Source: an optimization exercise on an open RTL-to-GDS flow (aim: small area). Production flows keep margins and buffers that such runs may drop. Only simulation tests tie the RTL to the original design; equivalence was not proved. No activity file was given, so power comes from the tool's default toggle rates.

==> build 94: inputs <==
==> flow/design.v <==
module KeyPress(
	input  CLK,
	input  nRST,
	input  KEY_IN,
	output reg KEY_FLAG,	 
	output KEY_STATE	 
);
	reg key_a, key_b;
	reg lvl;		 
	reg filt;		 
	reg [5:0] cnt;		 
	wire flag_H2L = key_b & ~key_a;
	wire flag_L2H = ~key_b & key_a;
	wire full = (cnt == 6'd40);
	wire toward = lvl ? flag_H2L : flag_L2H;	 
	wire back   = lvl ? flag_L2H : flag_H2L;	 
	assign KEY_STATE = lvl;
	always @(posedge CLK or negedge nRST)
		if (!nRST) begin
			key_a <= 1'b0;
			key_b <= 1'b0;
		end else begin
			key_a <= KEY_IN;
			key_b <= key_a;
		end
	always @(posedge CLK)
		if (filt)
			cnt <= cnt + 6'd1;
		else
			cnt <= (cnt == 6'd39) ? 6'd40 : 6'd0;
	always @(posedge CLK or negedge nRST)
		if (!nRST) begin
			lvl <= 1'b1;
			filt <= 1'b0;
			KEY_FLAG <= 1'b0;
		end else begin
			KEY_FLAG <= filt & full;
			if (!filt) begin
				if (toward) filt <= 1'b1;
			end else if (full) begin
				filt <= 1'b0;
				lvl <= ~lvl;
			end else if (back)
				filt <= 1'b0;
		end
endmodule
module KeyValue(
	input  CLK,
	input  nRST,
	input  [3:0] KEY_COL,
	output [3:0] KEY_ROW,
	output reg [3:0] KEY_Value,	 
	output reg Value_en
);
	wire [3:0] key_flag;
	wire [3:0] key_state;
	reg [1:0] m;
	reg [1:0] r;
	reg [1:0] colIndex;
	KeyPress u0(.CLK(CLK), .nRST(nRST), .KEY_IN(KEY_COL[0]), .KEY_FLAG(key_flag[0]), .KEY_STATE(key_state[0]));
	KeyPress u1(.CLK(CLK), .nRST(nRST), .KEY_IN(KEY_COL[1]), .KEY_FLAG(key_flag[1]), .KEY_STATE(key_state[1]));
	KeyPress u2(.CLK(CLK), .nRST(nRST), .KEY_IN(KEY_COL[2]), .KEY_FLAG(key_flag[2]), .KEY_STATE(key_state[2]));
	KeyPress u3(.CLK(CLK), .nRST(nRST), .KEY_IN(KEY_COL[3]), .KEY_FLAG(key_flag[3]), .KEY_STATE(key_state[3]));
	assign KEY_ROW = (m == 2'd0) ? 4'b0000 : ~(4'b0001 << r);
	always @(posedge CLK or negedge nRST)
		if (!nRST) begin
			m <= 2'd0;
			r <= 2'd0;
		end else if (m != 2'd1) begin
			m <= (key_flag != 4'b0000) ? 2'd1 : 2'd0;
			r <= 2'd0;
		end else if (KEY_COL != 4'b1111)
			m <= 2'd2;
		else if (r == 2'd3)
			m <= 2'd3;
		else
			r <= r + 2'd1;
	always @(posedge CLK or negedge nRST)
		if (!nRST)
			colIndex <= 2'd0;
		else
			case (key_state)
				4'b1110: colIndex <= 2'd0;
				4'b1101: colIndex <= 2'd1;
				4'b1011: colIndex <= 2'd2;
				4'b0111: colIndex <= 2'd3;
				default: ;
			endcase
	always @(posedge CLK or negedge nRST)
		if (!nRST)
			Value_en <= 1'b0;
		else
			Value_en <= (m == 2'd2);
	always @(posedge CLK)
		if (m == 2'd2)
			case ({r, colIndex})
				4'd0:  KEY_Value <= 4'h1;
				4'd1:  KEY_Value <= 4'h2;
				4'd2:  KEY_Value <= 4'h3;
				4'd3:  KEY_Value <= 4'ha;
				4'd4:  KEY_Value <= 4'h4;
				4'd5:  KEY_Value <= 4'h5;
				4'd6:  KEY_Value <= 4'h6;
				4'd7:  KEY_Value <= 4'hb;
				4'd8:  KEY_Value <= 4'h7;
				4'd9:  KEY_Value <= 4'h8;
				4'd10: KEY_Value <= 4'h9;
				4'd11: KEY_Value <= 4'hc;
				4'd12: KEY_Value <= 4'he;
				4'd13: KEY_Value <= 4'h0;
				4'd14: KEY_Value <= 4'hf;
				default: KEY_Value <= 4'hd;
			endcase
endmodule
module smg_display(
    input  wire clk,
    input  wire rst_n,
    input  wire [31:0] number,
    output reg  [7:0] seg,
    output wire [2:0] sel
);
    reg [7:0] pos;
    reg started;
    wire [2:0] scan_cnt = pos[7:5];
    always @(posedge clk or negedge rst_n)
        if (!rst_n) begin
            pos <= 8'd16;
            started <= 1'b0;
        end else begin
            pos <= pos + 8'd1;
            if (pos[4:0] == 5'd31)
                started <= 1'b1;
        end
    assign sel = {scan_cnt[2:1], scan_cnt[0] | ~started};
    reg [3:0] digit;
    always @(*) begin
        case (scan_cnt)
            3'd0: digit = number[31:28];
            3'd1: digit = number[27:24];
            3'd2: digit = number[23:20];
            3'd3: digit = number[19:16];
            3'd4: digit = number[15:12];
            3'd5: digit = number[11:8];
            3'd6: digit = number[7:4];
            default: digit = number[3:0];
        endcase
        case (digit)
            4'h0: seg = 8'b00111111;
            4'h1: seg = 8'b00000110;
            4'h2: seg = 8'b01011011;
            4'h3: seg = 8'b01001111;
            4'h4: seg = 8'b01100110;
            4'h5: seg = 8'b01101101;
            4'h6: seg = 8'b01111101;
            4'h7: seg = 8'b00000111;
            4'h8: seg = 8'b01111111;
            4'h9: seg = 8'b01101111;
            4'hf: seg = 8'b01000000;
            default: seg = 8'b00000000;
        endcase
    end
endmodule
module mm_lock(
    input  wire clk,
    input  wire rst_n,
    input  wire [3:0] key_value,    
    input  wire key_valid,          
    input  wire led3_flash,         
    output reg  [31:0] display_num,  
    output wire led1,
    output wire led2,
    output wire led3,
    output reg  [31:0] n_error_count,  
    output wire error_changed,      
    output wire start_count4,
    output wire start_count5
);
    localparam IDLE_TIMEOUT = 15'd19_999;
    reg        ev;                  
    reg [3:0]  input_count;
    reg        unlocked;
    reg        count5__begin;
    reg [31:0] password;
    reg        change_password_mode;
    reg [31:0] temp_password;       
    reg        password_success;
    reg [10:0] success_timer;
    reg [14:0] idle_timer;
    reg [31:0] error_count;
    reg [31:0] n_display_num;
    reg [3:0]  n_input_count;
    reg        n_unlocked;
    reg        n_count5__begin;
    reg [31:0] n_password;
    reg        n_change_password_mode;
    reg [31:0] n_temp_password;
    reg        n_password_success;
    reg [10:0] n_success_timer;
    reg [14:0] n_idle_timer;
    wire [31:0] error_inc = error_count + 32'd1;
    wire idle_timeout = (idle_timer == IDLE_TIMEOUT);
    always @(*) begin
        n_display_num = display_num;
        n_input_count = input_count;
        n_unlocked = unlocked;
        n_count5__begin = count5__begin;
        n_password = password;
        n_change_password_mode = change_password_mode;
        n_temp_password = temp_password;
        n_password_success = password_success;
        n_success_timer = success_timer;
        n_idle_timer = idle_timer;
        n_error_count = error_count;
        if (!ev) begin
            if (unlocked)
                n_idle_timer = (idle_timer >= IDLE_TIMEOUT) ? 15'd0 : idle_timer + 15'd1;
            else
                n_idle_timer = 15'd0;
            if (idle_timeout) begin
                n_unlocked = 1'b0;
                n_display_num = 32'hFFFFFFFF;
                n_input_count = 4'd0;
                n_change_password_mode = 1'b0;
                n_count5__begin = 1'b0;
            end
            if (password_success) begin
                if (success_timer < 11'd2_000)
                    n_success_timer = success_timer + 11'd1;
                else begin
                    n_password_success = 1'b0;
                    n_success_timer = 11'd0;
                end
            end
        end else begin
            n_idle_timer = 15'd0;
            case (key_value)
                4'h0, 4'h1, 4'h2, 4'h3, 4'h4, 4'h5, 4'h6, 4'h7, 4'h8, 4'h9: begin
                    n_count5__begin = 1'b1;
                    if (input_count < 4'd8) begin
                        n_display_num = {display_num[27:0], key_value};
                        n_input_count = input_count + 4'd1;
                    end
                end
                4'hA: begin
                    if (!unlocked) begin
                        if (display_num == password) begin
                            n_unlocked = 1'b1;
                            n_display_num = 32'hFFFFFFFF;
                            n_error_count = 32'd0;
                        end else begin
                            n_input_count = 4'd0;
                            n_error_count = error_inc;
                            n_display_num = error_inc;
                        end
                    end else if (change_password_mode) begin
                        if (temp_password == 32'd0) begin
                            n_temp_password = display_num;
                            n_display_num = 32'hFFFFFFFF;
                            n_input_count = 4'd0;
                        end else begin
                            if (display_num == temp_password) begin
                                n_password = display_num;
                                n_password_success = 1'b1;
                            end
                            n_change_password_mode = 1'b0;
                            n_display_num = 32'hFFFFFFFF;
                            n_input_count = 4'd0;
                        end
                    end
                end
                4'hB: begin
                    n_unlocked = 1'b0;
                    n_display_num = 32'hFFFFFFFF;
                    n_input_count = 4'd0;
                    n_change_password_mode = 1'b0;
                    n_count5__begin = 1'b0;
                end
                4'hC: begin
                    n_display_num = 32'hFFFFFFFF;
                    n_input_count = 4'd0;
                end
                4'hD: begin
                    if (unlocked) begin
                        n_change_password_mode = ~change_password_mode;
                        n_input_count = 4'd0;
                        n_display_num = 32'hFFFFFFFF;
                        n_temp_password = 32'd0;
                    end
                end
                4'hE: begin
                    if (unlocked) begin
                        n_input_count = 4'd0;
                        n_display_num = password;
                    end
                end
                default: ;
            endcase
        end
    end
    always @(posedge clk or negedge rst_n) begin
        if (!rst_n) begin
            ev <= 1'b0;
            display_num <= 32'hFFFFFFFF;
            input_count <= 4'd0;
            unlocked <= 1'b0;
            change_password_mode <= 1'b0;
            error_count <= 32'd0;
            password_success <= 1'b0;
            success_timer <= 11'd0;
            idle_timer <= 15'd0;
            count5__begin <= 1'b0;
            password <= 32'h12345678;
        end else begin
            ev <= key_valid;
            display_num <= n_display_num;
            input_count <= n_input_count;
            unlocked <= n_unlocked;
            change_password_mode <= n_change_password_mode;
            error_count <= n_error_count;
            password_success <= n_password_success;
            success_timer <= n_success_timer;
            idle_timer <= n_idle_timer;
            count5__begin <= n_count5__begin;
            password <= n_password;
        end
    end
    always @(posedge clk)
        temp_password <= n_temp_password;
    assign error_changed = ev & (key_value == 4'hA) & ~unlocked &
                           ((display_num != password) | (error_count != 32'd0));
    assign led1 = n_unlocked;
    assign led2 = ~n_unlocked;
    assign led3 = n_password_success ? led3_flash : n_change_password_mode;
    assign start_count4 = ~n_unlocked & (n_error_count != 32'd0);
    assign start_count5 = ~n_unlocked & n_count5__begin;
endmodule
module warning(
    input  wire clk,
    input  wire rst_n,
    input  wire [31:0] error_count,
    input  wire error_changed,
    input  wire start_count4,
    input  wire start_count5,
    output reg  led4,
    output reg  led5
);
    reg [7:0] q4, r4;
    reg [8:0] q5;
    reg [7:0] r5;
    reg counter4_reset_flag;
    wire r4_wrap = (r4 == 8'd248);
    wire [7:0] q4_inc = r4_wrap ? q4 + 8'd1 : q4;
    wire [7:0] r4_inc = r4_wrap ? 8'd0 : r4 + 8'd1;
    wire lt_5s  = (q4 < 8'd40)  | ((q4 == 8'd40)  & (r4 < 8'd39));    
    wire lt_30s = (q4 < 8'd240) | ((q4 == 8'd240) & (r4 < 8'd239));   
    wire is12 = (error_count == 32'd1) | (error_count == 32'd2);
    wire is3  = (error_count == 32'd3);
    wire run4 = (is12 & lt_5s) | (is3 & lt_30s);
    always @(posedge clk or negedge rst_n)
        if (!rst_n)
            counter4_reset_flag <= 1'b0;
        else
            counter4_reset_flag <= error_changed;
    always @(posedge clk or negedge rst_n)
        if (!rst_n)
            led4 <= 1'b0;
        else if (!start_count4)
            led4 <= 1'b0;
        else if (is12 | is3)
            led4 <= run4 & (r4 < 8'd124);
        else
            led4 <= 1'b1;    
    always @(posedge clk)
        if (!start_count4 | !(is12 | is3) | (!run4 & (error_changed | counter4_reset_flag))) begin
            q4 <= 8'd0;
            r4 <= 8'd0;
        end else if (run4) begin
            q4 <= q4_inc;
            r4 <= r4_inc;
        end
    wire r5_wrap = (r5 == 8'd248);
    wire lt_a = (q5 < 9'd240) | ((q5 == 9'd240) & (r5 < 8'd239));    
    wire lt_b = (q5 < 9'd481) | ((q5 == 9'd481) & (r5 < 8'd229));    
    always @(posedge clk or negedge rst_n)
        if (!rst_n)
            led5 <= 1'b0;
        else
            led5 <= start_count5 & ~lt_a & lt_b & (r5 < 8'd124);
    always @(posedge clk)
        if (!start_count5 | !lt_b) begin
            q5 <= 9'd0;
            r5 <= 8'd0;
        end else begin
            q5 <= r5_wrap ? q5 + 9'd1 : q5;
            r5 <= r5_wrap ? 8'd0 : r5 + 8'd1;
        end
endmodule
module exp81(
    input wire clk,           
    input wire rst_n,         
    input wire [3:0] key_in,  
    output wire [3:0] key_out,  
    output wire [7:0] seg,    
    output wire [2:0] sel,    
    output wire led1,         
    output wire led2,         
    output wire led3,         
    output wire led4,         
    output wire led5          
);
    wire [3:0] key_value;
    wire key_valid;
    wire [31:0] display_num;
    wire [31:0] error_count;
    wire error_changed;
    wire start_count4, start_count5;
    reg [7:0] flash_counter;
    always @(posedge clk or negedge rst_n)
        if (!rst_n)
            flash_counter <= 8'd0;
        else
            flash_counter <= (flash_counter == 8'd250) ? 8'd0 : flash_counter + 8'd1;
    KeyValue key_inst(
       .CLK(clk),
       .nRST(rst_n),
       .KEY_COL(key_in),
       .KEY_ROW(key_out),
       .KEY_Value(key_value),
       .Value_en(key_valid)
    );
    mm_lock mm_lock_inst (
       .clk(clk),
       .rst_n(rst_n),
       .key_value(key_value),
       .key_valid(key_valid),
       .led3_flash(flash_counter < 8'd125),
       .display_num(display_num),
       .led1(led1),
       .led2(led2),
       .led3(led3),
       .n_error_count(error_count),
       .error_changed(error_changed),
       .start_count4(start_count4),
       .start_count5(start_count5)
    );
    smg_display smg_inst(
       .clk(clk),
       .rst_n(rst_n),
       .number(display_num),
       .seg(seg),
       .sel(sel)
    );
    warning warning_inst(
        .clk(clk),
        .rst_n(rst_n),
        .error_count(error_count),
        .error_changed(error_changed),
        .start_count4(start_count4),
        .start_count5(start_count5),
        .led4(led4),
        .led5(led5)
    );
endmodule
==> flow/run.sh <==
#!/bin/bash
# synth_recipe.tcl (not shown) runs the flow's synth.tcl, then flattens the netlist and writes it again
# the make line also repeats each setting of config.mk as NAME=value (left out here)
make -C /OpenROAD-flow-scripts/flow DESIGN_CONFIG=/design/flow/config.mk WORK_HOME=/design/flow/orfs CLKGATE_MAP_FILE= SYNTH_SCRIPT=/design/flow/synth_recipe.tcl finish
==> flow/config.mk <==
export PLATFORM = sky130hd
export DESIGN_NAME = exp81
export DESIGN_NICKNAME = exp81
export VERILOG_FILES = /design/flow/design.v
export SDC_FILE = /design/flow/constraint.sdc
export NUM_CORES = 4
export LEC_CHECK = 0
export CAP_MARGIN = 20
export CORE_MARGIN = 2
export CORE_UTILIZATION = 40
export SLEW_MARGIN = 20
==> flow/constraint.sdc <==
create_clock -name core_clock -period 30.0 [get_ports {clk}]
set_input_delay 6.0000 -clock core_clock [delete_from_list [all_inputs] [get_ports {clk}]]
set_output_delay 6.0000 -clock core_clock [all_outputs]
set_load 0.01 [all_outputs]
==> build 69: changes against build 94 <==
==> flow/design.v, changed modules only <==
module KeyPress(
	input  CLK,
	input  nRST,
	input  KEY_IN,
	output reg KEY_FLAG,	 
	output KEY_STATE	 
);
	reg key_a, key_b;
	reg lvl;		 
	reg filt;		 
	reg [5:0] cnt;		 
	wire flag_H2L = key_b & ~key_a;
	wire flag_L2H = ~key_b & key_a;
	localparam [5:0] C39 = 6'd45, C40 = 6'd26;
	wire [5:0] cnt_step = {cnt[4:0], ~(cnt[5] ^ cnt[4])};
	wire full = (cnt == C40);
	wire toward = lvl ? flag_H2L : flag_L2H;	 
	wire back   = lvl ? flag_L2H : flag_H2L;	 
	assign KEY_STATE = lvl;
	always @(posedge CLK or negedge nRST)
		if (!nRST) begin
			key_a <= 1'b0;
			key_b <= 1'b0;
		end else begin
			key_a <= KEY_IN;
			key_b <= key_a;
		end
	always @(posedge CLK)
		if (filt)
			cnt <= cnt_step;
		else
			cnt <= (cnt == C39) ? C40 : 6'd0;
	always @(posedge CLK or negedge nRST)
		if (!nRST) begin
			lvl <= 1'b1;
			filt <= 1'b0;
			KEY_FLAG <= 1'b0;
		end else begin
			KEY_FLAG <= filt & full;
			if (!filt) begin
				if (toward) filt <= 1'b1;
			end else if (full) begin
				filt <= 1'b0;
				lvl <= ~lvl;
			end else if (back)
				filt <= 1'b0;
		end
endmodule
module mm_lock(
    input  wire clk,
    input  wire rst_n,
    input  wire [3:0] key_value,    
    input  wire key_valid,          
    input  wire led3_flash,         
    output reg  [31:0] display_num,  
    output wire led1,
    output wire led2,
    output wire led3,
    output reg  [31:0] n_error_count,  
    output wire error_changed,      
    output wire start_count4,
    output wire start_count5
);
    localparam [14:0] IDLE_TIMEOUT = 15'd8947;
    localparam [10:0] SUCCESS_END = 11'd935;
    reg        ev;                  
    reg [3:0]  input_count;
    reg        unlocked;
    reg        count5__begin;
    reg [31:0] password;
    reg        change_password_mode;
    reg [31:0] temp_password;       
    reg        temp_valid;          
    reg        password_success;
    reg [10:0] success_timer;
    reg [14:0] idle_timer;
    reg [31:0] error_count;
    reg [31:0] n_display_num;
    reg [3:0]  n_input_count;
    reg        n_unlocked;
    reg        n_count5__begin;
    reg [31:0] n_password;
    reg        n_change_password_mode;
    reg [31:0] n_temp_password;
    reg        n_temp_valid;
    reg        n_password_success;
    reg [10:0] n_success_timer;
    reg [14:0] n_idle_timer;
    wire [31:0] error_inc = error_count + 32'd1;
    wire idle_timeout = (idle_timer == IDLE_TIMEOUT);
    always @(*) begin
        n_display_num = display_num;
        n_input_count = input_count;
        n_unlocked = unlocked;
        n_count5__begin = count5__begin;
        n_password = password;
        n_change_password_mode = change_password_mode;
        n_temp_password = temp_password;
        n_temp_valid = temp_valid;
        n_password_success = password_success;
        n_success_timer = success_timer;
        n_idle_timer = idle_timer;
        n_error_count = error_count;
        if (!ev) begin
            if (unlocked)
                n_idle_timer = idle_timeout ? 15'd0 : {idle_timer[13:0], ~(idle_timer[14] ^ idle_timer[13])};
            else
                n_idle_timer = 15'd0;
            if (idle_timeout) begin
                n_unlocked = 1'b0;
                n_display_num = 32'hFFFFFFFF;
                n_input_count = 4'd0;
                n_change_password_mode = 1'b0;
                n_count5__begin = 1'b0;
            end
            if (password_success) begin
                if (success_timer != SUCCESS_END)
                    n_success_timer = {success_timer[9:0], ~(success_timer[10] ^ success_timer[8])};
                else begin
                    n_password_success = 1'b0;
                    n_success_timer = 11'd0;
                end
            end
        end else begin
            n_idle_timer = 15'd0;
            case (key_value)
                4'h0, 4'h1, 4'h2, 4'h3, 4'h4, 4'h5, 4'h6, 4'h7, 4'h8, 4'h9: begin
                    n_count5__begin = 1'b1;
                    if (input_count < 4'd8) begin
                        n_display_num = {display_num[27:0], key_value};
                        n_input_count = input_count + 4'd1;
                    end
                end
                4'hA: begin
                    if (!unlocked) begin
                        if (display_num == password) begin
                            n_unlocked = 1'b1;
                            n_display_num = 32'hFFFFFFFF;
                            n_error_count = 32'd0;
                        end else begin
                            n_input_count = 4'd0;
                            n_error_count = error_inc;
                            n_display_num = error_inc;
                        end
                    end else if (change_password_mode) begin
                        if (!temp_valid) begin  
                            n_temp_password = display_num;
                            n_temp_valid = (display_num != 32'd0);
                            n_display_num = 32'hFFFFFFFF;
                            n_input_count = 4'd0;
                        end else begin
                            if (display_num == temp_password) begin
                                n_password = display_num;
                                n_password_success = 1'b1;
                            end
                            n_change_password_mode = 1'b0;
                            n_display_num = 32'hFFFFFFFF;
                            n_input_count = 4'd0;
                        end
                    end
                end
                4'hB: begin
                    n_unlocked = 1'b0;
                    n_display_num = 32'hFFFFFFFF;
                    n_input_count = 4'd0;
                    n_change_password_mode = 1'b0;
                    n_count5__begin = 1'b0;
                end
                4'hC: begin
                    n_display_num = 32'hFFFFFFFF;
                    n_input_count = 4'd0;
                end
                4'hD: begin
                    if (unlocked) begin
                        n_change_password_mode = ~change_password_mode;
                        n_input_count = 4'd0;
                        n_display_num = 32'hFFFFFFFF;
                        n_temp_valid = 1'b0;
                    end
                end
                4'hE: begin
                    if (unlocked) begin
                        n_input_count = 4'd0;
                        n_display_num = password;
                    end
                end
                default: ;
            endcase
        end
    end
    always @(posedge clk or negedge rst_n) begin
        if (!rst_n) begin
            ev <= 1'b0;
            display_num <= 32'hFFFFFFFF;
            input_count <= 4'd0;
            unlocked <= 1'b0;
            change_password_mode <= 1'b0;
            error_count <= 32'd0;
            password_success <= 1'b0;
            success_timer <= 11'd0;
            idle_timer <= 15'd0;
            count5__begin <= 1'b0;
            password <= 32'h12345678;
        end else begin
            ev <= key_valid;
            display_num <= n_display_num;
            input_count <= n_input_count;
            unlocked <= n_unlocked;
            change_password_mode <= n_change_password_mode;
            error_count <= n_error_count;
            password_success <= n_password_success;
            success_timer <= n_success_timer;
            idle_timer <= n_idle_timer;
            count5__begin <= n_count5__begin;
            password <= n_password;
        end
    end
    always @(posedge clk) begin
        temp_password <= n_temp_password;
        temp_valid <= n_temp_valid;
    end
    assign error_changed = ev & (key_value == 4'hA) & ~unlocked &
                           ((display_num != password) | (error_count != 32'd0));
    assign led1 = n_unlocked;
    assign led2 = ~n_unlocked;
    assign led3 = n_password_success ? led3_flash : n_change_password_mode;
    assign start_count4 = ~n_unlocked & (n_error_count != 32'd0);
    assign start_count5 = ~n_unlocked & n_count5__begin;
endmodule
module warning(
    input  wire clk,
    input  wire rst_n,
    input  wire [31:0] error_count,
    input  wire error_changed,
    input  wire start_count4,
    input  wire start_count5,
    output reg  led4,
    output reg  led5
);
    localparam [6:0] S39 = 7'd105, S105 = 7'd81, S114 = 7'd51, S115 = 7'd102,
                     S123 = 7'd40, S124 = 7'd80;
    localparam [7:0] Q40 = 8'd218, Q240 = 8'd26, Q241 = 8'd53;
    reg [7:0] q4;
    reg       p4;
    reg [6:0] s4;
    reg [7:0] q5;
    reg       h5, p5;
    reg [6:0] s5;
    reg counter4_reset_flag;
    wire [6:0] s4_step = {s4[5:0], ~(s4[6] ^ s4[5])};
    wire [7:0] q4_step = {q4[6:0], ~(q4[7] ^ q4[5] ^ q4[4] ^ q4[3])};
    wire [6:0] s5_step = {s5[5:0], ~(s5[6] ^ s5[5])};
    wire [7:0] q5_step = {q5[6:0], ~(q5[7] ^ q5[5] ^ q5[4] ^ q5[3])};
    wire s4_end = (s4 == (p4 ? S124 : S123));
    wire s5_end = (s5 == (p5 ? S124 : S123));
    wire at_5s  = (q4 == Q40)  & ~p4 & (s4 == S39);     
    wire at_30s = (q4 == Q240) &  p4 & (s4 == S115);    
    wire is12 = (error_count == 32'd1) | (error_count == 32'd2);
    wire is3  = (error_count == 32'd3);
    wire run4 = (is12 & ~at_5s) | (is3 & ~at_30s);
    always @(posedge clk or negedge rst_n)
        if (!rst_n)
            counter4_reset_flag <= 1'b0;
        else
            counter4_reset_flag <= error_changed;
    always @(posedge clk or negedge rst_n)
        if (!rst_n)
            led4 <= 1'b0;
        else if (!start_count4)
            led4 <= 1'b0;
        else if (is12 | is3)
            led4 <= run4 & ~p4;
        else
            led4 <= 1'b1;    
    always @(posedge clk)
        if (!start_count4 | !(is12 | is3) | (!run4 & (error_changed | counter4_reset_flag))) begin
            q4 <= 8'd0;
            p4 <= 1'b0;
            s4 <= 7'd0;
        end else if (run4) begin
            if (s4_end) begin
                s4 <= 7'd0;
                p4 <= ~p4;
                if (p4)
                    q4 <= q4_step;
            end else
                s4 <= s4_step;
        end
    wire at_mid = ~h5 & (q5 == Q240) & p5 & (s5 == S114);    
    wire at_end =  h5 & (q5 == Q241) & p5 & (s5 == S105);    
    always @(posedge clk or negedge rst_n)
        if (!rst_n)
            led5 <= 1'b0;
        else
            led5 <= start_count5 & h5 & ~at_end & ~p5;
    always @(posedge clk)
        if (!start_count5 | at_end) begin
            q5 <= 8'd0;
            h5 <= 1'b0;
            p5 <= 1'b0;
            s5 <= 7'd0;
        end else begin
            if (s5_end) begin
                s5 <= 7'd0;
                p5 <= ~p5;
                if (p5)
                    q5 <= q5_step;
            end else
                s5 <= s5_step;
            if (at_mid) begin
                h5 <= 1'b1;
                q5 <= 8'd0;
            end
        end
endmodule
module exp81(
    input wire clk,           
    input wire rst_n,         
    input wire [3:0] key_in,  
    output wire [3:0] key_out,  
    output wire [7:0] seg,    
    output wire [2:0] sel,    
    output wire led1,         
    output wire led2,         
    output wire led3,         
    output wire led4,         
    output wire led5          
);
    wire [3:0] key_value;
    wire key_valid;
    wire [31:0] display_num;
    wire [31:0] error_count;
    wire error_changed;
    wire start_count4, start_count5;
    reg flash_off;
    reg [6:0] flash_pos;
    always @(posedge clk or negedge rst_n)
        if (!rst_n) begin
            flash_off <= 1'b0;
            flash_pos <= 7'd0;
        end else if (flash_pos == (flash_off ? 7'd32 : 7'd80)) begin
            flash_off <= ~flash_off;
            flash_pos <= 7'd0;
        end else
            flash_pos <= {flash_pos[5:0], ~(flash_pos[6] ^ flash_pos[5])};
    KeyValue key_inst(
       .CLK(clk),
       .nRST(rst_n),
       .KEY_COL(key_in),
       .KEY_ROW(key_out),
       .KEY_Value(key_value),
       .Value_en(key_valid)
    );
    mm_lock mm_lock_inst (
       .clk(clk),
       .rst_n(rst_n),
       .key_value(key_value),
       .key_valid(key_valid),
       .led3_flash(~flash_off),
       .display_num(display_num),
       .led1(led1),
       .led2(led2),
       .led3(led3),
       .n_error_count(error_count),
       .error_changed(error_changed),
       .start_count4(start_count4),
       .start_count5(start_count5)
    );
    smg_display smg_inst(
       .clk(clk),
       .rst_n(rst_n),
       .number(display_num),
       .seg(seg),
       .sel(sel)
    );
    warning warning_inst(
        .clk(clk),
        .rst_n(rst_n),
        .error_count(error_count),
        .error_changed(error_changed),
        .start_count4(start_count4),
        .start_count5(start_count5),
        .led4(led4),
        .led5(led5)
    );
endmodule
Settings changed: ABC_AREA set to 1, CORE_UTILIZATION 40 to 70, CTS_BUF_LIST set to sky130_fd_sc_hd__clkbuf_4, PLACE_DENSITY set to 0.8.
==> report_table.html <==
<table>
<tr><th>Metric</th><th>Value</th></tr>
<tr><th colspan="2">CTS</th></tr>
<tr><td>Number of H-tree levels</td><td>3</td></tr>
<tr><td>TritonCTS Buffers</td><td>72</td></tr>
<tr><th colspan="2">Power</th></tr>
<tr><td>Ratio of total power to cell area</td><td>57.8 mW/mm²</td></tr>
<tr><td>Total Power</td><td>0.901 mW</td></tr>
<tr><th colspan="2">Setup path</th></tr>
<tr><td>Arrival @ worst endpoint</td><td>4.30 ns</td></tr>
<tr><td>Number of gates on the worst path with buffers counted</td><td>13</td></tr>
<tr><td>Buf/Inv on CP</td><td>5</td></tr>
<tr><th colspan="2">Cells and area</th></tr>
<tr><td>FF+latch area</td><td>0.00677 mm²</td></tr>
<tr><td>Final-layout non-clock buffer area share</td><td>0.0191</td></tr>
<tr><td>Clock buf/inv share</td><td>0.0625</td></tr>
<tr><th colspan="2">Detailed routing</th></tr>
<tr><td>Count of vias placed by the detailed router</td><td>12,200</td></tr>
<tr><th colspan="2">Run status</th></tr>
<tr><td>Run status</td><td>complete, no violations</td></tr>
<tr><th colspan="2">Place</th></tr>
<tr><td>Post-place instance area</td><td>0.0146 mm²</td></tr>
</table>
Source of the figures above: build 69

==> report_table.html <==
<table>
<tr><th>Metric</th><th>Value</th></tr>
<tr><th colspan="2">Run status</th></tr>
<tr><td>Run status</td><td>complete, no violations</td></tr>
<tr><th colspan="2">Setup path</th></tr>
<tr><td>Number of gates on the worst path with buffers counted</td><td>8</td></tr>
<tr><td>Arrival @ worst endpoint</td><td>3.88 ns</td></tr>
<tr><th colspan="2">Cells and area</th></tr>
<tr><td>Clock buf/inv share</td><td>0.0603</td></tr>
<tr><td>FF+latch area</td><td>0.00674 mm²</td></tr>
<tr><td>Final-layout non-clock buffer area share</td><td>0.0190</td></tr>
<tr><th colspan="2">Detailed routing</th></tr>
<tr><td>Count of vias placed by the detailed router</td><td>11,600</td></tr>
<tr><th colspan="2">CTS</th></tr>
<tr><td>TritonCTS Buffers</td><td>30</td></tr>
<tr><th colspan="2">Place</th></tr>
<tr><td>Post-place instance area</td><td>0.0154 mm²</td></tr>
<tr><th colspan="2">Power</th></tr>
<tr><td>Power in sequential cells</td><td>0.388 mW</td></tr>
</table>
Source of the figures above: build 94

==> re-timing with driven ports <==
The results above use ideal ports. As a check the final layouts listed here were re-extracted and re-timed, cells and wires unchanged. Step 1: set_driving_cell puts a clkbuf_16 on clk and a buf_2 on each other input, an assumption about the parent block. Step 2, shift: input delay + t, output delay - t, t = (earliest + latest rising clock arrival at the registers) / 2. This alone moves slack from input paths to output paths. a / b / c = ideal ports / drivers / drivers and shift; a / b = the first two.
| run | shift t [ns] | setup WS [ns] | hold WS [ns] | worst slew at a driven data input, ns | cell pins on the clock port's net |
|---|---|---|---|---|---|
| build 94 | 0.601 | 20.117 / 20.065 / 20.665 | 0.352 / 0.352 / 0.352 | 0.04 | 1 |
| build 69 | 0.722 | 19.701 / 19.655 / 20.378 | 0.346 / 0.346 / 0.346 | 0.04 | 1 |
After both steps setup and hold are still met in every run listed.
